Context: an optimization exercise on an open-source flow, tuned for a short achievable clock period and few clock cycles. The choices shown serve that exercise and are no tape-out recipe.
Only simulation tests tie the RTL to the original design; equivalence was not proved.
No activity file was given, so power comes from the tool's default toggle rates.

<file path="design/flow/design.v">
module	boothDigits (
	b,
	digits
);
input	[15:0]	b;
output	[23:0]	digits;
wire	[16:0]	bx = {b, 1'b0};
genvar	k;
generate
	for (k = 0; k < 8; k = k + 1) begin : gdig
		assign	digits[3*k]   = bx[2*k+1] ^ bx[2*k];
		assign	digits[3*k+1] = (bx[2*k+2] & ~bx[2*k+1] & ~bx[2*k]) |
					(~bx[2*k+2] & bx[2*k+1] & bx[2*k]);
		assign	digits[3*k+2] = bx[2*k+2];
	end
endgenerate
endmodule
module	cmp42 (
	x1,
	x2,
	x3,
	x4,
	s,
	c
);
input	[15:0]	x1, x2, x3, x4;
output	[15:0]	s, c;
wire	[15:0]	p12 = x1 ^ x2;
wire	[15:0]	p   = p12 ^ (x3 ^ x4);
wire	[15:0]	co  = (p12 & x3) | (~p12 & x1);
wire	[15:0]	ci  = {co[14:0], 1'b0};
wire	[15:0]	cc  = (p & ci) | (~p & x4);
assign	s = p ^ ci;
assign	c = {cc[14:0], 1'b0};
endmodule
module	mul (
	aL,
	aH,
	dL,
	dH,
	mulOut
);
input	[15:0]	aL;
input	[ 7:0]	aH;
input	[11:0]	dL;
input	[23:0]	dH;
output	[15:0]	mulOut;
wire	[15:0]	row [0:7];
wire	[ 7:0]	neg = {dH[23], dH[20], dH[17], dH[14], dH[11], dH[8], dH[5], dH[2]};
genvar	k, i;
generate
	for (k = 0; k < 7; k = k + 1) begin : gbooth
		for (i = 0; i < 16; i = i + 1) begin : gbit
			wire	one = (i < 8 && k < 4) ? dL[3*k]   : dH[3*k];
			wire	two = (i < 8 && k < 4) ? dL[3*k+1] : dH[3*k+1];
			wire	ng  = (i < 8 && k < 4) ? dL[3*k+2] : dH[3*k+2];
			if (i < 2*k) begin : glo
				assign row[k][i] = (k > 0 && i == 2*k-2) ? neg[k-1] : 1'b0;
			end else if (i == 2*k) begin : gfirst
				assign row[k][i] = (one & (k < 4 ? aL[0] : aH[0])) ^ ng;
			end else begin : grest
				assign row[k][i] = ((one & (k < 4 ? aL[i-2*k] : aH[(i-2*k) % 8])) |
						    (two & (k < 4 ? aL[i-2*k-1] : aH[(i-2*k-1) % 8]))) ^ ng;
			end
		end
	end
endgenerate
wire	m0 = dH[21] & aH[0];
wire	m1 = (dH[21] & aH[1]) | (dH[22] & aH[0]);
assign	row[7] = {m1 ^ (dH[23] & m0), m0, 1'b0, neg[6], 12'b0};
wire	[15:0]	s0, c0, s1, c1;
cmp42	Ic0 (row[0], row[1], row[2], row[3], s0, c0);
cmp42	Ic1 (row[4], row[5], row[6], row[7], s1, c1);
wire	[15:0]	s2, c2;
cmp42	Ic2 (s0, c0, s1, c1, s2, c2);
assign	mulOut = s2 + c2;
endmodule
module	simplecore (
	clk,
	nreset,
	iAddr,
	iData,
	dAddr,
	dIn,
	dOut,
	nRW
);
input		clk;
input		nreset;
output	[15:0]	iAddr;     
input	[15:0]	iData;     
output	[15:0]	dAddr;     
input	[15:0]	dIn;       
output	[15:0]	dOut;      
output		nRW;
reg	[15:0]	pc;		 
reg	[15:0]	fInst;		 
reg		refillTmp, refill;
reg	[ 1:0]	cond;
reg		cmpFlag;
reg		branchFlag;
reg		srOEn, eSrWbEn;
reg	[ 2:0]	aluCtl;
reg		aluOEn;
reg	[ 2:0]	shiftCtl;
reg		shiftOEn;
reg		mulOEn;
reg	[ 3:0]	wbIdx;
reg		eWbEn;
reg		eIAregCtl;
reg		dInCtl;
reg		eDOutCtl;
reg	[15:0]	opA, opB;	 
reg	[15:0]	mulAL;
reg	[ 7:0]	mulAH;
reg	[11:0]	digL;
reg	[23:0]	digH;
reg	[15:0]	dAddrR, dOutR;	 
reg		nRWR;
reg		wEn;
reg	[ 3:0]	wIdx;
reg	[15:0]	wVal;
reg	[ 3:0]	sr;		 
reg	[16*15-1:0]	rf;		 
wire	zFlag = sr[2];
wire	execFlag = (cond == 2'd2) || (cond == 2'd0 && zFlag) ||
		   (cond == 2'd1 && ~zFlag);
wire	live     = execFlag & ~refill;
wire	flush    = branchFlag & live;
wire	wbEn     = eWbEn & live;
wire	srWbEn   = eSrWbEn & live;
wire	iAregCtl = eIAregCtl & live;
wire	[15:0]	aluA = srOEn ? {sr, 12'b0} : opA;
reg	[15:0]	aluOut;
reg		aluCarry;
always @(*)
begin
	casex (aluCtl)
		3'b000:	{aluCarry, aluOut} = {1'b0, aluA};
		3'b001:	{aluCarry, aluOut} = {1'b0, opB};
		3'b010:	{aluCarry, aluOut} = {1'b0, aluA & opB};
		3'b011:	{aluCarry, aluOut} = {1'b0, aluA | opB};
		3'b10?:	{aluCarry, aluOut} = aluA + opB;
		default: {aluCarry, aluOut} = aluA - opB;
	endcase
end
wire	aluOverflow = (aluA[15] == opB[15]) && (aluA[15] != aluOut[15]);
wire	[ 3:0]	condFlag = {aluOut[15], ~|aluOut,
			    aluCtl[2] ? aluCarry : 1'b0,
			    aluCtl[2] ? aluOverflow : 1'b0};
wire	[ 3:0]	amt = opB[3:0];
wire	[31:0]	rot = {opA, opA} >> amt;
wire	[31:0]	asr = {{16{opA[15]}}, opA} >> amt;
reg	[15:0]	shiftOut;
always @(*)
begin
	casex (shiftCtl)
		3'b0??:	shiftOut = opA << amt;
		3'b100:	shiftOut = opA >> amt;
		3'b101:	shiftOut = asr[15:0];
		default: shiftOut = rot[15:0];
	endcase
end
wire	[15:0]	mulOut;
mul	Imul (
	.aL		(mulAL		),
	.aH		(mulAH		),
	.dL		(digL		),
	.dH		(digH		),
	.mulOut		(mulOut		)
);
wire	[15:0]	busWo = (aluOEn   ? aluOut   : 16'b0) |
			(shiftOEn ? shiftOut : 16'b0) |
			(dInCtl   ? dIn      : 16'b0);
wire	[15:0]	busW = busWo | mulOut;
assign	dAddr = dAddrR;
assign	dOut  = dOutR;
assign	nRW   = nRWR;
assign	iAddr = pc;
reg	[ 2:0]	instId;
always @(*)
begin
	casex (fInst[15:12])
		4'b00??: instId = 3'd0;
		4'b01??: instId = 3'd1;
		4'b100?: instId = 3'd2;
		4'b1010: instId = 3'd3;
		4'b1011: instId = 3'd4;
		4'b1111: instId = 3'd6;
		default: instId = 3'd5;
	endcase
end
wire	[ 2:0]	opcode = fInst[13:11];
wire	[ 3:0]	rs1Idx = fInst[ 3: 0];
wire	[ 3:0]	rs2Idx = {1'b0, fInst[ 6: 4]};
wire	[ 3:0]	rdIdx  = fInst[10: 7];
wire	isBranch = (instId == 3'd5);
wire	immFlag  = (instId == 3'd0);
wire	[15:0]	dImm = isBranch ? {{4{fInst[11]}}, fInst[11:0]} : {9'b0, fInst[6:0]};
wire	[ 1:0]	dCond = (isBranch && ~refill) ? fInst[13:12] : 2'd2;
wire	dCmpFlag = (fInst[15:11] == 5'b00101);
wire	dSrWbEn  = (fInst[15:11] == 5'b00110) || (fInst[15:11] == 5'b00101);
wire	dSrOEn   = (fInst[15:11] == 5'b00111);
reg	[ 2:0]	opTmp;
reg		dAluOEn, dShiftOEn, dMulOEn, dWbTmp, dIAreg, dDIn, dDOut;
always @(*)
begin
	{opTmp, dAluOEn, dShiftOEn, dMulOEn, dWbTmp, dIAreg, dDIn, dDOut} = 10'b0;
	case (instId)
		3'd0:   {opTmp, dAluOEn, dShiftOEn, dMulOEn, dWbTmp, dIAreg, dDIn, dDOut} = {opcode,  7'b1001000};
		3'd1:   {opTmp, dAluOEn, dShiftOEn, dMulOEn, dWbTmp, dIAreg, dDIn, dDOut} = {opcode,  7'b1001000};
		3'd2:   {opTmp, dAluOEn, dShiftOEn, dMulOEn, dWbTmp, dIAreg, dDIn, dDOut} = {3'b0,    7'b0101000};
		3'd3:   {opTmp, dAluOEn, dShiftOEn, dMulOEn, dWbTmp, dIAreg, dDIn, dDOut} = {3'd0, 7'b0001010};
		3'd4:  {opTmp, dAluOEn, dShiftOEn, dMulOEn, dWbTmp, dIAreg, dDIn, dDOut} = {3'd0, 7'b0000001};
		3'd5: {opTmp, dAluOEn, dShiftOEn, dMulOEn, dWbTmp, dIAreg, dDIn, dDOut} = {3'd1, 7'b1000100};
		3'd6:    {opTmp, dAluOEn, dShiftOEn, dMulOEn, dWbTmp, dIAreg, dDIn, dDOut} = {3'b0,    7'b0011000};
		default: ;
	endcase
end
reg	[ 2:0]	dAluCtl;
always @(*)
begin
	case (opTmp)
		3'd0: dAluCtl = immFlag ? 3'b001 : 3'b000;
		3'd1: dAluCtl = 3'b100;
		3'd2: dAluCtl = 3'b110;
		3'd3: dAluCtl = 3'b010;
		3'd4:  dAluCtl = 3'b011;
		3'd5: dAluCtl = 3'b110;
		default: dAluCtl = 3'b000;
	endcase
end
reg	[ 2:0]	dShiftCtl;
always @(*)
begin
	case (fInst[12:11])
		2'd0: dShiftCtl = 3'b000;
		2'd1: dShiftCtl = 3'b100;
		2'd2: dShiftCtl = 3'b101;
		default: dShiftCtl = 3'b110;
	endcase
end
wire	[ 3:0]	aIdx = immFlag ? rdIdx : (isBranch ? 4'd15 : rs1Idx);
wire	immOEn = immFlag | isBranch | (instId == 3'd3);
wire	[ 3:0]	bIdx = (instId == 3'd4) ? rdIdx : rs2Idx;
wire	[15:0]	pcInc = pc + 16'd2;
reg	[15:0]	rfA, rfB;
integer	k;
always @(*)
begin
	rfA = pcInc;
	rfB = pcInc;
	for (k = 0; k < 15; k = k + 1)
	begin
		if (aIdx == k)
			rfA = rf[k*16 +: 16];
		if (bIdx == k)
			rfB = rf[k*16 +: 16];
	end
end
wire	fwdA  = wbEn && (wbIdx == aIdx) && (aIdx != 4'd15);
wire	fwdB  = wbEn && (wbIdx == bIdx) && (bIdx != 4'd15);
wire	fwdWA = wEn && (wIdx == aIdx);
wire	fwdWB = wEn && (wIdx == bIdx);
wire	[15:0]	regA = fwdWA ? wVal : rfA;
wire	[15:0]	regB = fwdWB ? wVal : rfB;
wire	[15:0]	dOpAo = fwdA ? busWo : regA;
wire	[15:0]	dOpBo = immOEn ? dImm : (fwdB ? busWo : regB);
wire	[15:0]	dOpA = (fwdA & mulOEn) ? mulOut : dOpAo;
wire	[15:0]	dOpB = (fwdB & mulOEn & ~immOEn) ? mulOut : dOpBo;
wire	[23:0]	dDig;
boothDigits	IboothDigits (
	.b		(dMulOEn ? dOpB : 16'b0),
	.digits		(dDig		)
);
wire	isMem  = (instId == 3'd3) || (instId == 3'd4);
always @(posedge clk)
begin
	fInst	<= iData;
	opA	<= dOpA;
	opB	<= dOpB;
	mulAL	<= dMulOEn ? dOpA : 16'b0;
	digL	<= dDig[11:0];
	dAddrR	<= isMem ? dOpA : 16'b0;
	dOutR	<= isMem ? dOpB : 16'b0;
	wEn	<= wbEn && (wbIdx != 4'd15);
	wIdx	<= wbIdx;
	wVal	<= busW;
	cmpFlag	<= dCmpFlag;
	srOEn	<= dSrOEn;
	aluCtl	<= dAluCtl;
	aluOEn	<= dAluOEn;
	shiftCtl <= dShiftCtl;
	shiftOEn <= dShiftOEn;
	mulOEn	<= dMulOEn;
	wbIdx	<= rdIdx;
	dInCtl	<= dDIn;
end
always @(posedge clk)
begin
	if (~nreset)
	begin
		pc		<= 16'b0;
		refillTmp	<= 1'b1;
		refill		<= 1'b1;
		cond		<= 2'd2;
		eSrWbEn		<= 1'b0;
		eWbEn		<= 1'b0;
		eIAregCtl	<= 1'b0;
		branchFlag	<= 1'b0;
		eDOutCtl	<= 1'b0;
		nRWR		<= 1'b0;
		sr		<= 4'b0;
		mulAH		<= 8'b0;
		digH		<= 24'b0;
	end
	else
	begin
		pc <= iAregCtl ? aluOut : pcInc;
		if (flush)
		begin
			refillTmp <= 1'b1;
			refill    <= 1'b1;
		end
		else
		begin
			refillTmp <= 1'b0;
			refill    <= refillTmp;
		end
		cond		<= dCond;
		branchFlag	<= isBranch;
		eSrWbEn		<= dSrWbEn;
		eWbEn		<= dWbTmp & ~dCmpFlag;
		eIAregCtl	<= dIAreg;
		eDOutCtl	<= dDOut;
		nRWR		<= dDOut & ~flush & ~refillTmp;
		mulAH		<= dMulOEn ? dOpA[7:0] : 8'b0;
		digH		<= dDig;
		if (srWbEn)
			sr <= cmpFlag ? condFlag : aluOut[15:12];
	end
end
integer	w;
always @(posedge clk)
	for (w = 0; w < 15; w = w + 1)
		if (wEn && wIdx == w)
			rf[w*16 +: 16] <= wVal;
endmodule
</file>
<file path="design/flow/flow/run.sh">
#!/bin/bash
# The standard layout (the standard.sh: the standard synthesis and the
# ORFS steps) with timing repair aimed well below the clock period: every
# repair_timing step works until the setup slack is SETUP_SLACK_MARGIN ns.
# The clock, constraints and all other settings are the design's.
set -euo pipefail
bash standard.sh SETUP_SLACK_MARGIN=8 finish > standard.log 2>&1
</file>
<file path="design/flow/standard.sh">
#!/bin/bash
# synth_recipe.tcl (not shown) runs the flow's synth.tcl, then flattens the netlist and writes it again
# the make line also repeats each setting of config.mk as NAME=value (left out here)
make -C /OpenROAD-flow-scripts/flow DESIGN_CONFIG=/design/flow/config.mk WORK_HOME=/design/flow/orfs CLKGATE_MAP_FILE= SYNTH_SCRIPT=/design/flow/synth_recipe.tcl "${@:-finish}"
</file>
<file path="design/flow/config.mk">
export PLATFORM = sky130hd
export DESIGN_NAME = simplecore
export DESIGN_NICKNAME = simplecore
export VERILOG_FILES = /design/flow/design.v
export SDC_FILE = /design/flow/constraint.sdc
export NUM_CORES = 4
export LEC_CHECK = 0
export ABC_CLOCK_PERIOD_IN_PS = 3000
export CAP_MARGIN = 20
export CORE_MARGIN = 2
export CORE_UTILIZATION = 40
export SETUP_SLACK_MARGIN = 5
export SLEW_MARGIN = 20
</file>
<file path="design/flow/constraint.sdc">
create_clock -name core_clock -period 11.5 [get_ports {clk}]
set_input_delay 2.3000 -clock core_clock [delete_from_list [all_inputs] [get_ports {clk}]]
set_output_delay 2.3000 -clock core_clock [all_outputs]
set_load 0.01 [all_outputs]
</file>
==> qor.csv, run 1 <==
metric,value,unit
full die area,68100,um^2
register area,11500,um^2
drt via density,6.70,
global route overflow,0,
I/O pin count,83,
CTS Buffer Depth,3,
Tmin final,4.49,ns
Worst Path Arrival,5.01,ns
post-layout power,5.90,mW
Worst Setup SP,mulAL[5],
"critical path fanouts, max",8,
syn_nets,2908,
area added between synthesis and finish,36.8,%
DR iter-0 viols,4543,
critical hold path startpoint,wbIdx[3],
P_leak,13.2,nW
Syn Area/Cell,9.36,um^2
antenna-violating nets left,0,
TNS Setup,0,ns
Clock Latency Late Sink,0.63,ns
final setup violation count,0,
Die W,261,um
#FFs+latches synth,445,
Least-Margin Pin Slew,1.18,ns
power density over the cells,163,nW/um^2
register area share after synthesis,42.8,%
largest net degree at the start of global routing,40,
share of layout cells above drive strength 1,33.1,%
Row Count,94,
Cells after DPL,3653,
Async SR Flop Fraction,0,%
Synth area leaders,"edfxtp_1 27%, dfxtp_1 16%, xnor2_1 6.3%",
Placed Area,28600,um^2
all-layer global routing usage,37.0,%
initial antenna violation count,2,
DR vias,27094,
Tcrit/Tclk final,39.1,%
CTS sink count,445,
Post-synth EDFFs,240,
fin util,55.1,%
worst rel slew slack,21.1,%
Max rail drop VDD,0.140,mV
PortBufs,82,
number of buffers created by CTS,51,
vias in the first global route,24843,
Tightest Hold Check Type,register to register,
drt total wl,133000,um
top-area cell type share of the netlist area,27.3,%
area of the multi-input gates,17000,um^2
DR WL/cell,32.9,um
CP Capture Type,register,
"Reg clk slew, reported paths",0.07,ns
RSZ-0062 raised after global routing,yes,
post-route cell area,36100,um^2
top_reg_cell synth,edfxtp_1,
Starting Density,40.3,%
Yosys cell types,100,
Cells after Synth,2820,
CTS tree,built,
Mapped Area,26400,um^2
Max Clock Freq,0.223,GHz
final slew viol count,0,
Ys Warns,2,
GPL Wtd Cong,1.07,
Commonest cells post-synth,"304 x nor2_1, 270 x nand2_1, 240 x edfxtp_1, 205 x dfxtp_1, 191 x xnor2_1",
crit path kind,register to register,
Initial DRT Pass Iterations,10,
# nets final,3225,
RR Startpoint,mulAL[5],
hpwl dp,88800,um
"area leader, netlist",edfxtp_1,
core area,65500,um^2
WP data required,12.02,ns
htree depth,2,
final hold vios,0,
die span in y,261,um
CTS root buf,clkbuf_16,
final std cells w/o fill,4043,
outcome,timing/DRC/antenna clean,
Critical Path Source Type,register,
fillers,5620,
dominant cell by count in the synthesized netlist,nor2_1,
DRC Markers,0,
max_cap viols,0,
first-pass GRT wire length,182000,um
clk_skew,0.0419,ns
==> layer usage <==
metal	wire length [um]	track usage (%)	up-vias
li1	-	-	11117
met3	17500	9.64	518
met4	8340	18.0	2
met5	31	0	-
met2	56100	54.7	2122
met1	51100	50.3	13335
==> cell families (layout without fill, tap and decap cells) <==
group                    Yosys count  count (layout)  synth area share, %
AO/OA/AOI/OAI                    823             823                 21.1
multiplexers                     125             125                 5.99
adder cells (fa/ha/maj)           83              83                 3.69
other                              0               1                    0
buffers and inverters            248             605                 3.74
flip-flops                       445             445                 42.8
XOR/XNOR                         226             226                 7.50
AND/OR/NAND/NOR                  870             871                 15.2
==> final cells by class <==
type / instances / share of cell area (%)
timing repair inverter: 2 / 0.0277
inverter: 68 / 0.804
multi-input combinational: 2128 / 47.2
tap: 864 / 2.99
antenna: 1 / 0.00693
timing repair buffer: 441 / 12.4
clock inverter: 32 / 0.870
clock buffer: 62 / 3.83
sequential: 445 / 31.9
==> sequential cells by signal (all words and copies together), names as in the netlist, 2 cells and up <==
name      flops
shiftCtl      3
wbIdx         4
pc           16
aluCtl        3
digL         12
mulAH         8
digH         24
mulAL        16
rf          240
wIdx          4
dAddrR       16
wVal         16
cond          2
opB          16
dOutR        16
sr            4
fInst        16
opA          16
==> metrics by stage <==
| step | hold WS, ns | worst slack [ns] |
|---|---|---|
| final | 0.412 | 7.01 |
| after global routing | 0.416 | 6.93 |
| after CTS | 0.398 | 7.17 |
| after detailed placement | 0.405 | 5.87 |
| after global placement | 0.406 | 5.54 |
| after floorplan | 0.329 | 7.47 |
==> power breakdown <==
group	switching (mW)	leakage [nW]	internal, mW	total [mW]
Sequential	0.206	3.90	1.85	2.06
Combinational	1.27	8.49	0.896	2.17
Clock	0.736	0.813	0.936	1.67
Total	2.21	13.2	3.68	5.90
==> what timing repair did <==
item / in CTS / in global routing
pin swaps: 114 / 134
buffers inserted: 139 / 134
setup endpoints to repair: 209 / 153
hold buffers: 0 / 0
cloned: 17 / 5
resized for setup: 584 / 319
==> worst paths after layout <==
path	cells after the start	slack, ns	endpoint
worst max-delay path	21	7.01	digH[22]
worst max register to register	21	7.01	digH[22]
worst min register to register	0	0.41	wIdx[3]
worst min-delay path	0	0.41	wIdx[3]
==> worst max-delay path, stage by stage (launching register included) <==
cell       delay, ns
dfxtp_4         0.38
a22oi_2         0.28
xnor2_2         0.11
maj3_2          0.36
xnor2_2         0.16
xnor2_2         0.26
xnor2_2         0.17
ha_4            0.24
ha_4            0.23
a31oi_4         0.18
o21bai_4        0.08
a21oi_2         0.19
o21bai_2        0.12
a21oi_2         0.18
o2bb2ai_2       0.16
xor2_2          0.12
and2_1          0.19
a2111o_1        0.47
inv_2           0.14
buf_6           0.11
nand3_1         0.08
mux2i_1         0.17
==> layout by cell type (no fill, tap or decap), types with 57 or more instances in the layout <==
cell | synthesis | routed
dfxtp_1 | 205 | 123
clkbuf_16 | 0 | 57
nor2_1 | 304 | 261
a21oi_1 | 187 | 155
nand2_1 | 270 | 245
mux2i_1 | 71 | 65
o21ai_0 | 147 | 111
a22oi_1 | 88 | 70
edfxtp_1 | 240 | 240
xnor2_1 | 191 | 150
buf_6 | 3 | 68
buf_4 | 0 | 249
Testbench counts, summed over its fixed seeds: cycles 54,356.
==> run 2, diff against run 1 <==
--- a/design/flow/design.v
+++ b/design/flow/design.v
@@ -35,3 +35,3 @@
 endmodule
-module	mul (
+module	boothTree (
 	aL,
@@ -40,3 +40,4 @@
 	dH,
-	mulOut
+	s,
+	c
 );
@@ -46,3 +47,3 @@
 input	[23:0]	dH;
-output	[15:0]	mulOut;
+output	[15:0]	s, c;
 wire	[15:0]	row [0:7];
@@ -75,3 +76,25 @@
 cmp42	Ic2 (s0, c0, s1, c1, s2, c2);
-assign	mulOut = s2 + c2;
+assign	s = s2;
+assign	c = c2;
+endmodule
+module	sqTree (
+	x,
+	s,
+	c
+);
+input	[15:0]	x;
+output	[15:0]	s, c;
+wire	[15:0]	q0, q1, q2, q3, q4, q5, q6, q7;
+assign	q0 = {(x[0] & x[14]), x[7], (x[0] & x[12]), x[6], (x[0] & x[10]), x[5], (x[0] & x[8]), x[4], (x[0] & x[6]), x[3], (x[0] & x[4]), x[2], (x[0] & x[2]), x[1], 1'b0, x[0]};
+assign	q1 = {(x[1] & x[13]), (x[0] & x[13]), (x[1] & x[11]), (x[0] & x[11]), (x[1] & x[9]), (x[0] & x[9]), (x[1] & x[7]), (x[0] & x[7]), (x[1] & x[5]), (x[0] & x[5]), (x[1] & x[3]), (x[0] & x[3]), 1'b0, (x[0] & x[1]), 1'b0, 1'b0};
+assign	q2 = {(x[2] & x[12]), (x[1] & x[12]), (x[2] & x[10]), (x[1] & x[10]), (x[2] & x[8]), (x[1] & x[8]), (x[2] & x[6]), (x[1] & x[6]), (x[2] & x[4]), (x[1] & x[4]), 1'b0, (x[1] & x[2]), 1'b0, 1'b0, 1'b0, 1'b0};
+assign	q3 = {(x[3] & x[11]), (x[2] & x[11]), (x[3] & x[9]), (x[2] & x[9]), (x[3] & x[7]), (x[2] & x[7]), (x[3] & x[5]), (x[2] & x[5]), 1'b0, (x[2] & x[3]), 1'b0, 1'b0, 1'b0, 1'b0, 1'b0, 1'b0};
+assign	q4 = {(x[4] & x[10]), (x[3] & x[10]), (x[4] & x[8]), (x[3] & x[8]), (x[4] & x[6]), (x[3] & x[6]), 1'b0, (x[3] & x[4]), 1'b0, 1'b0, 1'b0, 1'b0, 1'b0, 1'b0, 1'b0, 1'b0};
+assign	q5 = {(x[5] & x[9]), (x[4] & x[9]), (x[5] & x[7]), (x[4] & x[7]), 1'b0, (x[4] & x[5]), 1'b0, 1'b0, 1'b0, 1'b0, 1'b0, 1'b0, 1'b0, 1'b0, 1'b0, 1'b0};
+assign	q6 = {(x[6] & x[8]), (x[5] & x[8]), 1'b0, (x[5] & x[6]), 1'b0, 1'b0, 1'b0, 1'b0, 1'b0, 1'b0, 1'b0, 1'b0, 1'b0, 1'b0, 1'b0, 1'b0};
+assign	q7 = {1'b0, (x[6] & x[7]), 1'b0, 1'b0, 1'b0, 1'b0, 1'b0, 1'b0, 1'b0, 1'b0, 1'b0, 1'b0, 1'b0, 1'b0, 1'b0, 1'b0};
+wire	[15:0]	s0, c0, s1, c1;
+cmp42	Ic0 (q0, q1, q2, q3, s0, c0);
+cmp42	Ic1 (q4, q5, q6, q7, s1, c1);
+cmp42	Ic2 (s0, c0, s1, c1, s, c);
 endmodule
@@ -118,2 +141,6 @@
 reg	[15:0]	dAddrR, dOutR;	 
+reg	[15:0]	mulRes;
+reg		selMA, selMB;
+reg		mcSel, sqSel;
+reg		wMul;		 
 reg		nRWR;
@@ -132,3 +159,5 @@
 wire	iAregCtl = eIAregCtl & live;
-wire	[15:0]	aluA = srOEn ? {sr, 12'b0} : opA;
+wire	[15:0]	A = selMA ? mulRes : opA;
+wire	[15:0]	B = selMB ? mulRes : opB;
+wire	[15:0]	aluA = srOEn ? {sr, 12'b0} : A;
 reg	[15:0]	aluOut;
@@ -139,10 +168,10 @@
 		3'b000:	{aluCarry, aluOut} = {1'b0, aluA};
-		3'b001:	{aluCarry, aluOut} = {1'b0, opB};
-		3'b010:	{aluCarry, aluOut} = {1'b0, aluA & opB};
-		3'b011:	{aluCarry, aluOut} = {1'b0, aluA | opB};
-		3'b10?:	{aluCarry, aluOut} = aluA + opB;
-		default: {aluCarry, aluOut} = aluA - opB;
+		3'b001:	{aluCarry, aluOut} = {1'b0, B};
+		3'b010:	{aluCarry, aluOut} = {1'b0, aluA & B};
+		3'b011:	{aluCarry, aluOut} = {1'b0, aluA | B};
+		3'b10?:	{aluCarry, aluOut} = aluA + B;
+		default: {aluCarry, aluOut} = aluA - B;
 	endcase
 end
-wire	aluOverflow = (aluA[15] == opB[15]) && (aluA[15] != aluOut[15]);
+wire	aluOverflow = (aluA[15] == B[15]) && (aluA[15] != aluOut[15]);
 wire	[ 3:0]	condFlag = {aluOut[15], ~|aluOut,
@@ -150,5 +179,5 @@
 			    aluCtl[2] ? aluOverflow : 1'b0};
-wire	[ 3:0]	amt = opB[3:0];
-wire	[31:0]	rot = {opA, opA} >> amt;
-wire	[31:0]	asr = {{16{opA[15]}}, opA} >> amt;
+wire	[ 3:0]	amt = B[3:0];
+wire	[31:0]	rot = {A, A} >> amt;
+wire	[31:0]	asr = {{16{A[15]}}, A} >> amt;
 reg	[15:0]	shiftOut;
@@ -157,4 +186,4 @@
 	casex (shiftCtl)
-		3'b0??:	shiftOut = opA << amt;
-		3'b100:	shiftOut = opA >> amt;
+		3'b0??:	shiftOut = A << amt;
+		3'b100:	shiftOut = A >> amt;
 		3'b101:	shiftOut = asr[15:0];
@@ -163,10 +192,17 @@
 end
-wire	[15:0]	mulOut;
-mul	Imul (
-	.aL		(mulAL		),
-	.aH		(mulAH		),
+wire	[15:0]	bS, bC, qS, qC;
+boothTree	IboothTree (
+	.aL		(mcSel ? mulRes : mulAL),
+	.aH		(mcSel ? mulRes[7:0] : mulAH),
 	.dL		(digL		),
 	.dH		(digH		),
-	.mulOut		(mulOut		)
+	.s		(bS		),
+	.c		(bC		)
+);
+sqTree	IsqTree (
+	.x		(mulRes		),
+	.s		(qS		),
+	.c		(qC		)
 );
+wire	[15:0]	mulOut = (sqSel ? qS : bS) + (sqSel ? qC : bC);
 wire	[15:0]	busWo = (aluOEn   ? aluOut   : 16'b0) |
@@ -174,5 +210,4 @@
 			(dInCtl   ? dIn      : 16'b0);
-wire	[15:0]	busW = busWo | mulOut;
-assign	dAddr = dAddrR;
-assign	dOut  = dOutR;
+assign	dAddr = selMA ? mulRes : dAddrR;
+assign	dOut  = selMB ? mulRes : dOutR;
 assign	nRW   = nRWR;
@@ -264,11 +299,12 @@
 wire	fwdWB = wEn && (wIdx == bIdx);
-wire	[15:0]	regA = fwdWA ? wVal : rfA;
-wire	[15:0]	regB = fwdWB ? wVal : rfB;
-wire	[15:0]	dOpAo = fwdA ? busWo : regA;
-wire	[15:0]	dOpBo = immOEn ? dImm : (fwdB ? busWo : regB);
-wire	[15:0]	dOpA = (fwdA & mulOEn) ? mulOut : dOpAo;
-wire	[15:0]	dOpB = (fwdB & mulOEn & ~immOEn) ? mulOut : dOpBo;
+wire	[15:0]	wV   = wMul ? mulRes : wVal;
+wire	[15:0]	regA = fwdWA ? wV : rfA;
+wire	[15:0]	regB = fwdWB ? wV : rfB;
+wire	fwdMA = fwdA & mulOEn;
+wire	fwdMB = fwdB & mulOEn & ~immOEn;
+wire	[15:0]	dOpA = (fwdA & ~mulOEn) ? busWo : regA;
+wire	[15:0]	dOpB = immOEn ? dImm : ((fwdB & ~mulOEn) ? busWo : regB);
 wire	[23:0]	dDig;
 boothDigits	IboothDigits (
-	.b		(dMulOEn ? dOpB : 16'b0),
+	.b		(dMulOEn ? ((fwdMB & ~fwdMA) ? dOpA : dOpB) : 16'b0),
 	.digits		(dDig		)
@@ -287,3 +323,9 @@
 	wIdx	<= wbIdx;
-	wVal	<= busW;
+	wVal	<= busWo;
+	wMul	<= mulOEn;
+	mulRes	<= mulOut;
+	selMA	<= fwdMA;
+	selMB	<= fwdMB;
+	mcSel	<= dMulOEn & (fwdMA | fwdMB);
+	sqSel	<= dMulOEn & fwdMA & fwdMB;
 	cmpFlag	<= dCmpFlag;
@@ -346,3 +388,3 @@
 		if (wEn && wIdx == w)
-			rf[w*16 +: 16] <= wVal;
+			rf[w*16 +: 16] <= wV;
 endmodule
==> run 2 against run 1 <==
Effect of this change:
- synthesized cell count grew 13%
- critical path depth rose by 3
- utilization is 0.099 points higher
- non-clock buffer count grew 146
- clock power is 11% higher
- fmax down 0.60%
- clock skew increased by 0.0080 ns
- power increased by 12%
==> qor.csv, run 2 <==
metric,value,unit
RSZ-0062 raised after global routing,yes,
syn_nets,3309,
TNS Setup,0,ns
Clock Latency Late Sink,0.64,ns
Tcrit/Tclk final,39.3,%
Initial DRT Pass Iterations,9,
power density over the cells,158,nW/um^2
CTS sink count,466,
max reg flops,240,
Cells after Synth,3198,
critical hold path startpoint,wbIdx[1],
Tmin final,4.52,ns
"critical path fanouts, max",7,
clk_skew,0.0499,ns
core area,75600,um^2
Async SR Flop Fraction,0,%
Tightest Hold Check Type,register to register,
met2 Usage GRT,52.8,%
Mapped Area,30400,um^2
Synth area leaders,"edfxtp_1 24%, dfxtp_1 15%, xnor2_1 6.7%",
Max rail drop VDD,0.115,mV
drt via density,6.49,
htree depth,2,
P_int,4.13,mW
GR Layer Usage met3,8.12,%
I/O pin count,83,
"Reg clk slew, reported paths",0.07,ns
largest net degree at the start of global routing,53,
Commonest cells post-synth,"307 x nand2_1, 247 x nor2_1, 241 x edfxtp_1, 232 x xnor2_1, 225 x dfxtp_1",
number of buffers created by CTS,53,
Starting Density,40.2,%
top-area cell type share of the netlist area,23.8,%
PortBufs,82,
crit path kind,register to register,
RR Startpoint,selMB,
sw power,2.47,mW
most frequent cells in the layout,"330 x buf_4, 292 x nand2_1, 241 x edfxtp_1",
"Most Used Layer, Global Route",met2,
# nets final,3747,
Yosys cell types,120,
Die W,280,um
dominant cell by count in the synthesized netlist,nand2_1,
global route overflow,0,
max_cap viols,0,
hpwl dp,92600,um
final slew viol count,0,
Least-Margin Pin Slew,1.08,ns
Post-synth EDFFs,241,
CP Capture Type,register,
Critical Path Source Type,register,
worst rel slew slack,28.1,%
all-layer global routing usage,34.8,%
P_leak,15.7,nW
DRC Markers,0,
area added between synthesis and finish,37.3,%
"area leader, netlist",edfxtp_1,
register bank with the most flops,rf,
drt total wl,143000,um
final hold vios,0,
Sw Share,37.4,%
vias in the first global route,28369,
outcome,timing/DRC/antenna clean,
CTS Hold Bufs,0,
DR vias,30244,
die span in y,280,um
Worst Path Arrival,5.08,ns
"most common cell after layout, fill and taps aside",buf_4,
CTS tree,built,
CTS root buf,clkbuf_16,
antenna-violating nets left,0,
Final Hold Slack,0.412,ns
met1 Use GR,44.9,%
full die area,78200,um^2
register area share after synthesis,38.6,%
combinational cell fraction of total power,41.6,%
top_reg_cell synth,edfxtp_1,
DR WL/cell,30.8,um
initial antenna violation count,5,
#FFs+latches synth,466,
GPL Wtd Cong,1.03,
DR iter-0 viols,4528,
Ys Warns,2,
Clk network pwr share,28.2,%
Worst Setup SP,selMB,
final setup violation count,0,
Flop pwr share,30.3,%
first-pass GRT wire length,200000,um
Row Count,101,
Max Clock Freq,0.221,GHz
WP data required,12.07,ns
CTS Buffer Depth,3,
biggest regs,"rf: 240 flops, digH: 24 flops",
share of layout cells above drive strength 1,34.7,%
Syn Area/Cell,9.50,um^2
==> run 2: power by group through the flow <==
stage	sequential (mW)	clock [mW]	combinational, mW
floorplan	1.99	0	1.03
global placement	2.02	0	1.69
detailed placement	2.02	0	1.68
CTS	1.99	1.85	2.31
global route	2.00	1.92	2.79
finish	2.00	1.86	2.74
==> run 2: timing repair <==
item / in CTS / in global routing
gates cloned: 22 / 1
setup endpoints to repair: 219 / 185
pin swaps: 162 / 90
gates resized for setup: 784 / 225
buffers inserted: 287 / 119
==> run 2: worst paths after layout <==
| check | endpoint | cells past startpoint | slack (ns) |
|---|---|---|---|
| worst max-delay path | opB[15] | 24 | 6.98 |
| worst min-delay path | wIdx[1] | 0 | 0.41 |
| worst max register to register | opB[15] | 24 | 6.98 |
| worst min register to register | wIdx[1] | 0 | 0.41 |
==> run 2: cells by family after synthesis <==
logic type	Yosys count	synth area share, %
AND/OR/NAND/NOR	903	14.1
AO/OA/AOI/OAI	855	20.1
flip-flops	466	38.6
buffers and inverters	310	4.57
XOR/XNOR	294	8.85
multiplexers	244	8.95
adder cells (fa/ha/maj)	126	4.83
==> run 2: critical path, stage by stage (launching register included) <==
cell and delay (ns):
dfxtp_4 0.36, buf_12 0.14, buf_8 0.14, buf_4 0.12, mux2i_2 0.53, and3_4 0.29, and3_4 0.20, nor2_4 0.04
xnor2_1 0.13, ha_1 0.31, a21o_1 0.20, a21o_1 0.19, a21oi_2 0.17, o2111ai_1 0.13, nand2_1 0.16, xnor2_2 0.14
a211o_1 0.26, o22ai_2 0.14, buf_4 0.20, buf_4 0.13, buf_6 0.10, buf_6 0.10, buf_6 0.10, buf_6 0.11
nor2_2 0.06
==> run 2: routing by layer <==
metal  part of all wire, %  vias up
li1                      -    12800
met1                    38    14620
met2                    43     2247
met3                    12      575
met4                   8.1        2
met5                0.0091        -
==> run 2: final cells by class <==
class                      instances  area, um^2
fill                            6425       33800
multi-input combinational       2426       20500
sequential                       466       11800
timing repair buffer             587        5820
clock buffer                      66        1450
tap                              978        1220
clock inverter                    33         432
inverter                         100         417
timing repair inverter             2        17.5
antenna                            2        5.00
==> run 2: metrics by stage <==
stage	instance area (um^2)	util (%)	setup slack, ns	total power, mW	cells
6_report	41700	55.2	6.98	6.60	4660
5_1_grt	41700	55.2	6.89	6.71	4658
4_1_cts	39800	52.6	7.10	6.15	4538
3_5_place_dp	32600	43.2	5.79	3.70	4130
3_3_place_gp	32600	43.2	5.84	3.71	4130
2_1_floorplan	31000	-	7.22	3.02	3198
Testbench counts of run 2, summed over its fixed seeds: cycles 54,356.
==> run 3, diff against run 2 <==
--- a/design/flow/design.v
+++ b/design/flow/design.v
@@ -138,4 +138,4 @@
 reg	[ 7:0]	mulAH;
-reg	[11:0]	digL;
-reg	[23:0]	digH;
+reg	[ 7:0]	mulBL;		 
+reg	[15:0]	mulBH;
 reg	[15:0]	dAddrR, dOutR;	 
@@ -143,3 +143,7 @@
 reg		selMA, selMB;
-reg		mcSel, sqSel;
+reg		sqSel;
+reg	[15:0]	shA;
+reg	[ 3:0]	shB;
+reg		shSelA, shSelB;
+reg		memSelA, memSelB;
 reg		wMul;		 
@@ -179,5 +183,6 @@
 			    aluCtl[2] ? aluOverflow : 1'b0};
-wire	[ 3:0]	amt = B[3:0];
-wire	[31:0]	rot = {A, A} >> amt;
-wire	[31:0]	asr = {{16{A[15]}}, A} >> amt;
+wire	[15:0]	shIn = shSelA ? mulRes : shA;
+wire	[ 3:0]	amt  = shSelB ? mulRes[3:0] : shB;
+wire	[31:0]	rot = {shIn, shIn} >> amt;
+wire	[31:0]	asr = {{16{shIn[15]}}, shIn} >> amt;
 reg	[15:0]	shiftOut;
@@ -186,4 +191,4 @@
 	casex (shiftCtl)
-		3'b0??:	shiftOut = A << amt;
-		3'b100:	shiftOut = A >> amt;
+		3'b0??:	shiftOut = shIn << amt;
+		3'b100:	shiftOut = shIn >> amt;
 		3'b101:	shiftOut = asr[15:0];
@@ -192,7 +197,16 @@
 end
+wire	[23:0]	digL, digH;
+boothDigits	IdigL (
+	.b		({8'b0, mulBL}	),
+	.digits		(digL		)
+);
+boothDigits	IdigH (
+	.b		(mulBH		),
+	.digits		(digH		)
+);
 wire	[15:0]	bS, bC, qS, qC;
 boothTree	IboothTree (
-	.aL		(mcSel ? mulRes : mulAL),
-	.aH		(mcSel ? mulRes[7:0] : mulAH),
-	.dL		(digL		),
+	.aL		(mulAL		),
+	.aH		(mulAH		),
+	.dL		(digL[11:0]	),
 	.dH		(digH		),
@@ -202,3 +216,3 @@
 sqTree	IsqTree (
-	.x		(mulRes		),
+	.x		(mulAL		),
 	.s		(qS		),
@@ -210,4 +224,4 @@
 			(dInCtl   ? dIn      : 16'b0);
-assign	dAddr = selMA ? mulRes : dAddrR;
-assign	dOut  = selMB ? mulRes : dOutR;
+assign	dAddr = memSelA ? mulRes : dAddrR;
+assign	dOut  = memSelB ? mulRes : dOutR;
 assign	nRW   = nRWR;
@@ -306,7 +320,4 @@
 wire	[15:0]	dOpB = immOEn ? dImm : ((fwdB & ~mulOEn) ? busWo : regB);
-wire	[23:0]	dDig;
-boothDigits	IboothDigits (
-	.b		(dMulOEn ? ((fwdMB & ~fwdMA) ? dOpA : dOpB) : 16'b0),
-	.digits		(dDig		)
-);
+wire	mcSelD = dMulOEn & (fwdMA | fwdMB);
+wire	[15:0]	dMulB = dMulOEn ? ((fwdMB & ~fwdMA) ? dOpA : dOpB) : 16'b0;
 wire	isMem  = (instId == 3'd3) || (instId == 3'd4);
@@ -317,4 +328,4 @@
 	opB	<= dOpB;
-	mulAL	<= dMulOEn ? dOpA : 16'b0;
-	digL	<= dDig[11:0];
+	mulAL	<= mcSelD ? mulOut : (dMulOEn ? dOpA : 16'b0);
+	mulBL	<= dMulB[7:0];
 	dAddrR	<= isMem ? dOpA : 16'b0;
@@ -328,3 +339,8 @@
 	selMB	<= fwdMB;
-	mcSel	<= dMulOEn & (fwdMA | fwdMB);
+	shA	<= dShiftOEn ? dOpA : 16'b0;
+	shB	<= dShiftOEn ? dOpB[3:0] : 4'b0;
+	shSelA	<= dShiftOEn & fwdMA;
+	shSelB	<= dShiftOEn & fwdMB;
+	memSelA	<= isMem & fwdMA;
+	memSelB	<= isMem & fwdMB;
 	sqSel	<= dMulOEn & fwdMA & fwdMB;
@@ -356,3 +372,3 @@
 		mulAH		<= 8'b0;
-		digH		<= 24'b0;
+		mulBH		<= 16'b0;
 	end
@@ -378,4 +394,4 @@
 		nRWR		<= dDOut & ~flush & ~refillTmp;
-		mulAH		<= dMulOEn ? dOpA[7:0] : 8'b0;
-		digH		<= dDig;
+		mulAH		<= mcSelD ? mulOut[7:0] : (dMulOEn ? dOpA[7:0] : 8'b0);
+		mulBH		<= dMulB;
 		if (srWbEn)
==> run 3 against run 2 <==
Effect of this change:
- sequential share of layout area rose by 1.5 points
- critical path type unchanged
- combinational power is about 30% lower
- first-iteration DRC count down 1.1%
- critical path depth unchanged
- final cell count up 2.6%
- largest cell class unchanged
- worst hold slack improved by 0.0072 ns
- sequential power increased by 2%
- largest power group is now sequential cells
- global-route usage down 3.5 points
- clock power decreased by 9%
==> qor.csv, run 3 <==
metric,value,unit
hpwl dp,84900,um
top-area cell type share of the netlist area,23.3,%
# nets final,3822,
DR vias,30355,
sw power,1.97,mW
Die W,282,um
WP data required,12.05,ns
worst-path cell chain,inv_1 -> nor2_4 -> a221o_1 -> xor2_1 -> xnor2_1 -> or2_4 -> nand2_4 -> xnor2_4 -> xnor2_2 -> xnor2_1 -> ha_1 -> mux2_4 -> ha_4 -> inv_2 -> nor2_1 -> nor2_2 -> o21ai_2 -> a21o_1 -> a21oi_2 -> o21ai_2 -> xnor2_1 -> xnor2_1 -> nand2_1 -> a21oi_1,
CTS tree,built,
Max rail drop VDD,0.103,mV
Yosys cell types,105,
Top delay family on crit path,XOR/XNOR gates,
initial antenna violation count,3,
Crit-path slowest cell,dfxtp_4,
Worst Setup SP,mulBH[3],
drt total wl,131000,um
htree depth,2,
CTS root buf,clkbuf_16,
crit path kind,register to register,
Starting Density,40.5,%
TNS Setup,0,ns
max reg flops,240,
core area,76200,um^2
all-layer global routing usage,31.3,%
DR WL/cell,27.5,um
number of buffers created by CTS,50,
Flop pwr share,35.9,%
worst rel slew slack,25.3,%
Syn Area/Cell,9.01,um^2
post-route cell area,40600,um^2
CP Capture Type,register,
"most common cell after layout, fill and taps aside",nand2_1,
dominant cell by count in the synthesized netlist,nor2_1,
"critical path fanouts, max",7,
Synth area leaders,"edfxtp_1 23%, dfxtp_1 15%, xnor2_1 5.1%",
Worst Reg-to-Reg Cells,24,
power density over the cells,139,nW/um^2
register bank with the most flops,rf,
Worst Path Arrival,5.03,ns
#FFs+latches synth,477,
CP bufs+invs,2,
P_leak,14.8,nW
Commonest cells post-synth,"376 x nor2_1, 354 x nand2_1, 247 x a21oi_1, 240 x edfxtp_1, 237 x dfxtp_1",
drt via density,6.35,
largest net degree at the start of global routing,43,
DR iter-0 viols,4479,
final hold vios,0,
Async SR Flop Fraction,0,%
die span in y,282,um
area added between synthesis and finish,31.4,%
PortBufs,82,
Row Count,101,
register area share after synthesis,38.7,%
full die area,79500,um^2
Placed Area,32800,um^2
clk_skew,0.0276,ns
GPL Wtd Cong,1.04,
global route overflow,0,
vias in the first global route,27731,
Mapped Area,30900,um^2
Antenna Cells,0,
Critical Path Stages,24,
Critical Path Source Type,register,
CTS Buffer Depth,3,
Tmin final,4.48,ns
final slew viol count,0,
"Reg clk slew, reported paths",0.07,ns
CP most frequent cell,xnor2_1,
P_int,3.69,mW
"area leader, netlist",edfxtp_1,
Clock Latency Late Sink,0.63,ns
CTS sink count,477,
final setup violation count,0,
Sw Share,34.8,%
fillers,6564,
first-pass GRT wire length,185000,um
Clk network pwr share,30.0,%
Max Clock Freq,0.223,GHz
Worst Setup EP,mulAL[15],
Reg2Reg Setup Slack,7.02,ns
Tcrit/Tclk final,38.9,%
I/O pin count,83,
antenna-violating nets left,0,
top_reg_cell synth,edfxtp_1,
combinational cell fraction of total power,34.1,%
DRC Markers,0,
Initial DRT Pass Iterations,9,
outcome,timing/DRC/antenna clean,
max_cap viols,0,
FF-to-FF End,mulAL[15],
Post-synth EDFFs,240,
Least-Margin Pin Slew,1.12,ns
Tightest Hold Check Type,register to register,
Final Hold Slack,0.419,ns
Ys Warns,2,
share of layout cells above drive strength 1,31.7,%
Cells after Synth,3429,
RSZ-0062 raised after global routing,yes,
Crit path largest cell delay,0.42,ns
most frequent cells in the layout,"326 x nand2_1, 308 x nor2_1, 240 x edfxtp_1",
RR Startpoint,mulBH[3],
syn_nets,3536,
## run 3: cell types whose count changed after synthesis, sizes merged, moves of 25 or more
cell,previous run,this run
a22oi,90,49
o21ai,154,252
a21oi,146,248
xnor2,234,179
nand2,308,357
a211oi,37,69
nor2,249,381
clkbuf,105,130
## run 3: how the worst min path moves through the flow
stage,startpoint,end,slack [ns],cells past startpoint
floorplan,mulOEn,wMul,0.33,0
global placement,wbIdx[0],wIdx[0],0.41,0
detailed placement,wbIdx[0],wIdx[0],0.41,0
CTS,wbIdx[0],wIdx[0],0.42,0
global route,wbIdx[3],wIdx[3],0.43,0
finish,wbIdx[3],wIdx[3],0.42,0
## run 3: timing repair
item / CTS / global route
gates cloned: 10 / 4
endpoints found under the setup margin: 230 / 193
hold buffers: 0 / 0
pin swaps: 134 / 154
hold endpoints to repair: 0 / 0
gates resized for setup: 773 / 313
buffers inserted: 228 / 81
## run 3: power by group through the flow
stage                     clock [mW]  sequential (mW)  combinational [mW]
after global routing            1.77             2.04                1.98
final                           1.70             2.04                1.93
after detailed placement           0             2.07                1.23
after floorplan                    0             2.01               0.792
after global placement             0             2.07                1.22
after CTS                       1.69             2.03                1.58
## run 3: stage by stage
stage | setup WS (ns) | util (%) | power (mW) | cells
finish | 7.02 | 53.3 | 5.66 | 4783
global route | 6.86 | 53.3 | 5.78 | 4783
CTS | 7.14 | 50.7 | 5.30 | 4698
detailed placement | 6.08 | 43.1 | 3.30 | 4370
global placement | 6.13 | 43.1 | 3.29 | 4370
floorplan | 7.17 | - | 2.80 | 3429
## run 3: kinds of logic after synthesis
kind of cell | Yosys count | synth area share (%)
simple gates | 1031 | 15.1
fa+ha+maj | 134 | 4.97
mux | 235 | 9.09
flops | 477 | 38.7
xor+xnor | 245 | 7.21
buf+inv | 326 | 4.48
compound gates | 981 | 20.5
## run 3: routing by layer
| layer | global-route usage, % | part of all wire (%) | up-vias | wire (um) |
|---|---|---|---|---|
| met3 | 6.68 | 11 | 526 | 14100 |
| met1 | 40.0 | 38 | 14598 | 50000 |
| li1 | - | - | 13155 | - |
| met2 | 49.5 | 44 | 2076 | 58200 |
| met5 | 0.0611 | 0 | - | 0 |
| met4 | 16.5 | 6.9 | 0 | 9040 |
## run 3: cell type report
type | count | area [um^2] | share of cell area (%)
clock buffer | 62 | 1360 | 3.34
clock inverter | 28 | 323 | 0.795
inverter | 87 | 364 | 0.897
multi-input combinational | 2628 | 20500 | 50.5
sequential | 477 | 12100 | 29.9
tap | 1030 | 1290 | 3.17
timing repair buffer | 471 | 4640 | 11.4
Testbench counts of run 3, summed over its fixed seeds: cycles 54,356.
==> run 4, diff against run 3 <==
--- a/design/flow/design.v
+++ b/design/flow/design.v
@@ -124,7 +124,5 @@
 reg		branchFlag;
-reg		srOEn, eSrWbEn;
-reg	[ 2:0]	aluCtl;
-reg		aluOEn;
+reg		eSrWbEn;
+reg		rAdd, rSub, rAnd, rOr, rMovA, rMovB, rMrs, rSh, rLd;
 reg	[ 2:0]	shiftCtl;
-reg		shiftOEn;
 reg		mulOEn;
@@ -133,3 +131,2 @@
 reg		eIAregCtl;
-reg		dInCtl;
 reg		eDOutCtl;
@@ -165,20 +162,6 @@
 wire	[15:0]	B = selMB ? mulRes : opB;
-wire	[15:0]	aluA = srOEn ? {sr, 12'b0} : A;
-reg	[15:0]	aluOut;
-reg		aluCarry;
-always @(*)
-begin
-	casex (aluCtl)
-		3'b000:	{aluCarry, aluOut} = {1'b0, aluA};
-		3'b001:	{aluCarry, aluOut} = {1'b0, B};
-		3'b010:	{aluCarry, aluOut} = {1'b0, aluA & B};
-		3'b011:	{aluCarry, aluOut} = {1'b0, aluA | B};
-		3'b10?:	{aluCarry, aluOut} = aluA + B;
-		default: {aluCarry, aluOut} = aluA - B;
-	endcase
-end
-wire	aluOverflow = (aluA[15] == B[15]) && (aluA[15] != aluOut[15]);
-wire	[ 3:0]	condFlag = {aluOut[15], ~|aluOut,
-			    aluCtl[2] ? aluCarry : 1'b0,
-			    aluCtl[2] ? aluOverflow : 1'b0};
+wire	[15:0]	sum = A + B;
+wire	[16:0]	dif = {1'b0, A} - {1'b0, B};
+wire	[ 3:0]	condFlag = {dif[15], ~|dif[15:0], dif[16],
+			    (A[15] == B[15]) && (A[15] != dif[15])};
 wire	[15:0]	shIn = shSelA ? mulRes : shA;
@@ -221,5 +204,11 @@
 wire	[15:0]	mulOut = (sqSel ? qS : bS) + (sqSel ? qC : bC);
-wire	[15:0]	busWo = (aluOEn   ? aluOut   : 16'b0) |
-			(shiftOEn ? shiftOut : 16'b0) |
-			(dInCtl   ? dIn      : 16'b0);
+wire	[15:0]	busWo = ({16{rAdd}}  & sum)        |
+			({16{rSub}}  & dif[15:0])  |
+			({16{rAnd}}  & (A & B))    |
+			({16{rOr}}   & (A | B))    |
+			({16{rMovA}} & A)          |
+			({16{rMovB}} & B)          |
+			({16{rMrs}}  & {sr, 12'b0}) |
+			({16{rSh}}   & shiftOut)   |
+			({16{rLd}}   & dIn);
 assign	dAddr = memSelA ? mulRes : dAddrR;
@@ -318,6 +307,12 @@
 wire	fwdMB = fwdB & mulOEn & ~immOEn;
-wire	[15:0]	dOpA = (fwdA & ~mulOEn) ? busWo : regA;
-wire	[15:0]	dOpB = immOEn ? dImm : ((fwdB & ~mulOEn) ? busWo : regB);
+wire	fwdOA = fwdA & ~mulOEn;
+wire	fwdOB = fwdB & ~mulOEn & ~immOEn;
+wire	[15:0]	earlyB = immOEn ? dImm : regB;
+wire	[15:0]	dOpA = fwdOA ? busWo : regA;
+wire	[15:0]	dOpB = fwdOB ? busWo : earlyB;
 wire	mcSelD = dMulOEn & (fwdMA | fwdMB);
-wire	[15:0]	dMulB = dMulOEn ? ((fwdMB & ~fwdMA) ? dOpA : dOpB) : 16'b0;
+wire	mbSwap = fwdMB & ~fwdMA;
+wire	mbFwd  = dMulOEn & (mbSwap ? fwdOA : fwdOB);
+wire	[15:0]	dMulB = mbFwd ? busWo : (dMulOEn ? (mbSwap ? regA : earlyB) : 16'b0);
+wire	[15:0]	dMulA = (dMulOEn & fwdOA) ? busWo : (dMulOEn ? regA : 16'b0);
 wire	isMem  = (instId == 3'd3) || (instId == 3'd4);
@@ -328,6 +323,6 @@
 	opB	<= dOpB;
-	mulAL	<= mcSelD ? mulOut : (dMulOEn ? dOpA : 16'b0);
+	mulAL	<= mcSelD ? mulOut : dMulA;
 	mulBL	<= dMulB[7:0];
-	dAddrR	<= isMem ? dOpA : 16'b0;
-	dOutR	<= isMem ? dOpB : 16'b0;
+	dAddrR	<= (isMem & fwdOA) ? busWo : (isMem ? regA : 16'b0);
+	dOutR	<= (isMem & fwdOB) ? busWo : (isMem ? earlyB : 16'b0);
 	wEn	<= wbEn && (wbIdx != 4'd15);
@@ -339,4 +334,4 @@
 	selMB	<= fwdMB;
-	shA	<= dShiftOEn ? dOpA : 16'b0;
-	shB	<= dShiftOEn ? dOpB[3:0] : 4'b0;
+	shA	<= (dShiftOEn & fwdOA) ? busWo : (dShiftOEn ? regA : 16'b0);
+	shB	<= (dShiftOEn & fwdOB) ? busWo[3:0] : (dShiftOEn ? earlyB[3:0] : 4'b0);
 	shSelA	<= dShiftOEn & fwdMA;
@@ -347,10 +342,14 @@
 	cmpFlag	<= dCmpFlag;
-	srOEn	<= dSrOEn;
-	aluCtl	<= dAluCtl;
-	aluOEn	<= dAluOEn;
+	rAdd	<= dAluOEn & (dAluCtl[2:1] == 2'b10);
+	rSub	<= dAluOEn & (dAluCtl[2:1] == 2'b11);
+	rAnd	<= dAluOEn & (dAluCtl == 3'b010);
+	rOr	<= dAluOEn & (dAluCtl == 3'b011);
+	rMovA	<= dAluOEn & (dAluCtl == 3'b000) & ~dSrOEn;
+	rMovB	<= dAluOEn & (dAluCtl == 3'b001);
+	rMrs	<= dAluOEn & (dAluCtl == 3'b000) & dSrOEn;
+	rSh	<= dShiftOEn;
+	rLd	<= dDIn;
 	shiftCtl <= dShiftCtl;
-	shiftOEn <= dShiftOEn;
 	mulOEn	<= dMulOEn;
 	wbIdx	<= rdIdx;
-	dInCtl	<= dDIn;
 end
@@ -376,3 +375,3 @@
 	begin
-		pc <= iAregCtl ? aluOut : pcInc;
+		pc <= iAregCtl ? sum : pcInc;
 		if (flush)
@@ -394,6 +393,6 @@
 		nRWR		<= dDOut & ~flush & ~refillTmp;
-		mulAH		<= mcSelD ? mulOut[7:0] : (dMulOEn ? dOpA[7:0] : 8'b0);
+		mulAH		<= mcSelD ? mulOut[7:0] : dMulA[7:0];
 		mulBH		<= dMulB;
 		if (srWbEn)
-			sr <= cmpFlag ? condFlag : aluOut[15:12];
+			sr <= cmpFlag ? condFlag : A[15:12];
 	end
==> run 4 against run 3 <==
Effect of this change:
- clock skew rose by 0.023 ns
- critical path depth fell by 4
- power rose by 4.3%
- register-to-register slack improved by 0.09 ns
- utilization fell by 0.63 points
- count of clock-buffer cells in the layout rose by 8
- first-iteration DRC count rose by 24%
- sequential share of layout area fell by 1.7 points
- global-route usage rose by 1.0 points
- synthesized area rose by 7.3%
- clock power barely moved
- critical endpoint unchanged
- largest cell class unchanged
- largest power group is now combinational logic
- highest routed layer is now met5
==> qor.csv, run 4 <==
metric,value,unit
CTS sink count,479,
final hold vios,0,
I/O pin count,83,
first-pass GRT wire length,207000,um
DR iter-0 viols,5540,
global route overflow,0,
CTS root buf,clkbuf_16,
CTS tree,built,
# nets final,4168,
P_leak,16.1,nW
Worst Path Arrival,4.95,ns
Reg2Reg Setup Slack,7.11,ns
share of layout cells above drive strength 1,30.0,%
initial antenna violation count,4,
DR vias,33483,
antenna-violating nets left,0,
outcome,timing/DRC/antenna clean,
WP data required,12.06,ns
Least-Margin Pin Slew,0.946,ns
Row Count,105,
die span in y,292,um
crit path kind,register to register,
post-layout power,5.91,mW
max_cap viols,0,
vias in the first global route,30458,
FF-to-FF End,mulAL[15],
Commonest cells post-synth,"429 x nand2_1, 340 x nor2_1, 300 x a21oi_1, 240 x edfxtp_1, 239 x dfxtp_1",
final setup violation count,0,
Syn Area/Cell,8.77,um^2
top-area cell type share of the netlist area,21.8,%
RR Startpoint,mulBL[3],
RSZ-0062 raised after global routing,yes,
largest net degree at the start of global routing,68,
hpwl dp,95200,um
number of buffers created by CTS,50,
TNS Setup,0,ns
Tmin final,4.39,ns
most frequent cells in the layout,"399 x nand2_1, 305 x nor2_1, 254 x buf_4",
Max Clock Freq,0.228,GHz
WHS Endpoint,wbIdx[0],
htree depth,2,
drt total wl,148000,um
Clock Latency Late Sink,0.65,ns
Max rail drop VDD,0.131,mV
max reg flops,240,
"most common cell after layout, fill and taps aside",nand2_1,
top_reg_cell synth,edfxtp_1,
drt via density,6.51,
power density over the cells,137,nW/um^2
PortBufs,82,
Post-Place Setup Slack,5.64,ns
"critical path fanouts, max",7,
register area share after synthesis,36.2,%
Tightest Hold Check Type,register to register,
Initial DRT Pass Iterations,10,
Cells after Synth,3779,
worst rel slew slack,36.9,%
clk_skew,0.0504,ns
Synth area leaders,"edfxtp_1 22%, dfxtp_1 14%, nand2_1 4.9%",
DRC Markers,0,
Tcrit/Tclk final,38.2,%
"Reg clk slew, reported paths",0.07,ns
Worst Reg-to-Reg Cells,20,
Die W,292,um
Yosys cell types,115,
register bank with the most flops,rf,
Starting Density,40.4,%
DR WL/cell,28.8,um
Final Hold Slack,0.414,ns
Cells after DPL,4732,
dominant cell by count in the synthesized netlist,nand2_1,
core area,82000,um^2
#FFs+latches synth,479,
Ys Warns,2,
critical hold path startpoint,fInst[7],
Post-synth EDFFs,240,
Async SR Flop Fraction,0,%
GPL Wtd Cong,1.02,
fillers,7288,
Mapped Area,33100,um^2
syn_nets,3915,
all-layer global routing usage,32.3,%
final worst slack,7.11,ns
"area leader, netlist",edfxtp_1,
Worst Hold Path Cells,0,
Critical Path Source Type,register,
CP Capture Type,register,
final slew viol count,0,
full die area,85100,um^2
area added between synthesis and finish,30.3,%
CTS Buffer Depth,3,
final std cells w/o fill,5145,
-- run 4: changes by cell type in the layout (fill, tap and decap cells not counted), sizes merged, moves of 15 or more --
cell | previous run | this run
nand3 | 57 | 89
inv | 83 | 126
nor2 | 381 | 345
a31oi | 22 | 49
ha | 72 | 100
xnor2 | 179 | 164
a21oi | 248 | 302
mux2 | 100 | 129
nand2 | 358 | 432
-- run 4: cell type report --
type	instances	area [um^2]	area share, %
clock inverter	24	198	0.458
multi-input combinational	2898	22500	52.2
timing repair buffer	475	4960	11.5
sequential	479	12200	28.2
tap	1070	1340	3.10
clock buffer	70	1460	3.39
inverter	128	494	1.15
antenna	1	2.50	0.00580
-- run 4: worst max path at each step --
| stage | startpoint | end | slack (ns) | cells past startpoint |
|---|---|---|---|---|
| floorplan | mulBH[7] | mulAL[15] | 7.38 | 24 |
| global placement | fInst[15] | mulBL[1] | 5.61 | 12 |
| detailed placement | fInst[15] | mulBL[1] | 5.64 | 12 |
| CTS | mulAH[1] | mulAL[15] | 7.07 | 18 |
| global route | mulBL[3] | mulAL[14] | 6.91 | 20 |
| finish | mulBL[3] | mulAL[15] | 7.11 | 20 |
-- run 4: routing by layer --
metal	global-route usage (%)	wire length [um]	vias up
met2	49.2	63300	2511
met5	0.170	195	-
li1	-	-	14385
met1	42.2	55700	15926
met4	17.0	10300	6
met3	7.90	18600	655
-- run 4: cells by family (layout without fill, tap and decap cells) --
group	Yosys count	count (layout)	share of synthesized area, %
multiplexers	243	245	8.31
buffers and inverters	408	697	5.50
adder cells (fa/ha/maj)	156	156	5.56
AO/OA/AOI/OAI	1120	1122	22.0
flip-flops	479	479	36.2
other	0	1	0
AND/OR/NAND/NOR	1127	1129	15.4
XOR/XNOR	246	246	7.02
-- run 4: stage by stage --
step / utilization (%) / instance area [um^2]
2_1_floorplan: - / 33600
3_3_place_gp: 42.6 / 34900
3_5_place_dp: 42.6 / 34900
4_1_cts: 49.4 / 40500
5_1_grt: 52.6 / 43200
6_report: 52.6 / 43200
-- run 4: power by group --
part | total (mW) | switching, mW | internal [mW]
clock | 1.67 | 0.749 | 0.917
combinational | 2.19 | 1.38 | 0.813
sequential | 2.05 | 0.0773 | 1.97
total | 5.91 | 2.21 | 3.70
-- run 4: critical path, stage by stage (launching register included) --
cell and delay [ns]:
dfxtp_4 0.39, buf_6 0.13, nor2_4 0.19, a21oi_2 0.06, o21ai_2 0.16, xnor3_1 0.45, maj3_2 0.34, xor3_1 0.38
ha_1 0.29, mux2_4 0.29, ha_4 0.25, nand2_4 0.07, o21ai_4 0.07, o21ai_2 0.13, nand2b_1 0.08, a21oi_2 0.16
o21a_1 0.16, nor2_1 0.06, a211oi_2 0.15, xor3_2 0.36, a21oi_2 0.14
-- run 4: timing repair --
| item | CTS | global route |
|---|---|---|
| setup endpoints to repair | 225 | 178 |
| resized for setup | 759 | 340 |
| hold buffers | 0 | 0 |
| buffers inserted | 186 | 103 |
| pin swaps | 114 | 161 |
| gates cloned | 16 | 13 |
Testbench counts of run 4, summed over its fixed seeds: cycles 54,356.

## what the ideal ports hide
The results above use ideal ports. As a check the final layouts listed here were re-extracted and re-timed, cells and wires unchanged.
Step 1 assumes that a clkbuf_16 drives the clock port and a buf_2 every other input.
Step 2 also shifts input and output timing later by t, the mid clock arrival at the registers, as if the neighbouring blocks saw the same clock.
Three values: no drivers, after step 1, after step 2; two values: the first two.
| run | t, ns | setup WS [ns] | latest minus earliest clock arrival (ns) |
|---|---|---|---|
| run 1 | 0.672 | 7.009 / 7.009 / 7.009 | 0.043 / 0.043 |
| run 2 | 0.677 | 6.982 / 6.982 / 6.866 | 0.051 / 0.050 |
| run 3 | 0.689 | 7.024 / 7.024 / 7.024 | 0.028 / 0.028 |
| run 4 | 0.697 | 7.113 / 7.113 / 6.981 | 0.053 / 0.053 |
After both steps setup and hold are still met in every run listed. For run 4, which loses most, drivers alone change the setup slack by 0.000 ns; drivers and shift together by -0.132 ns.
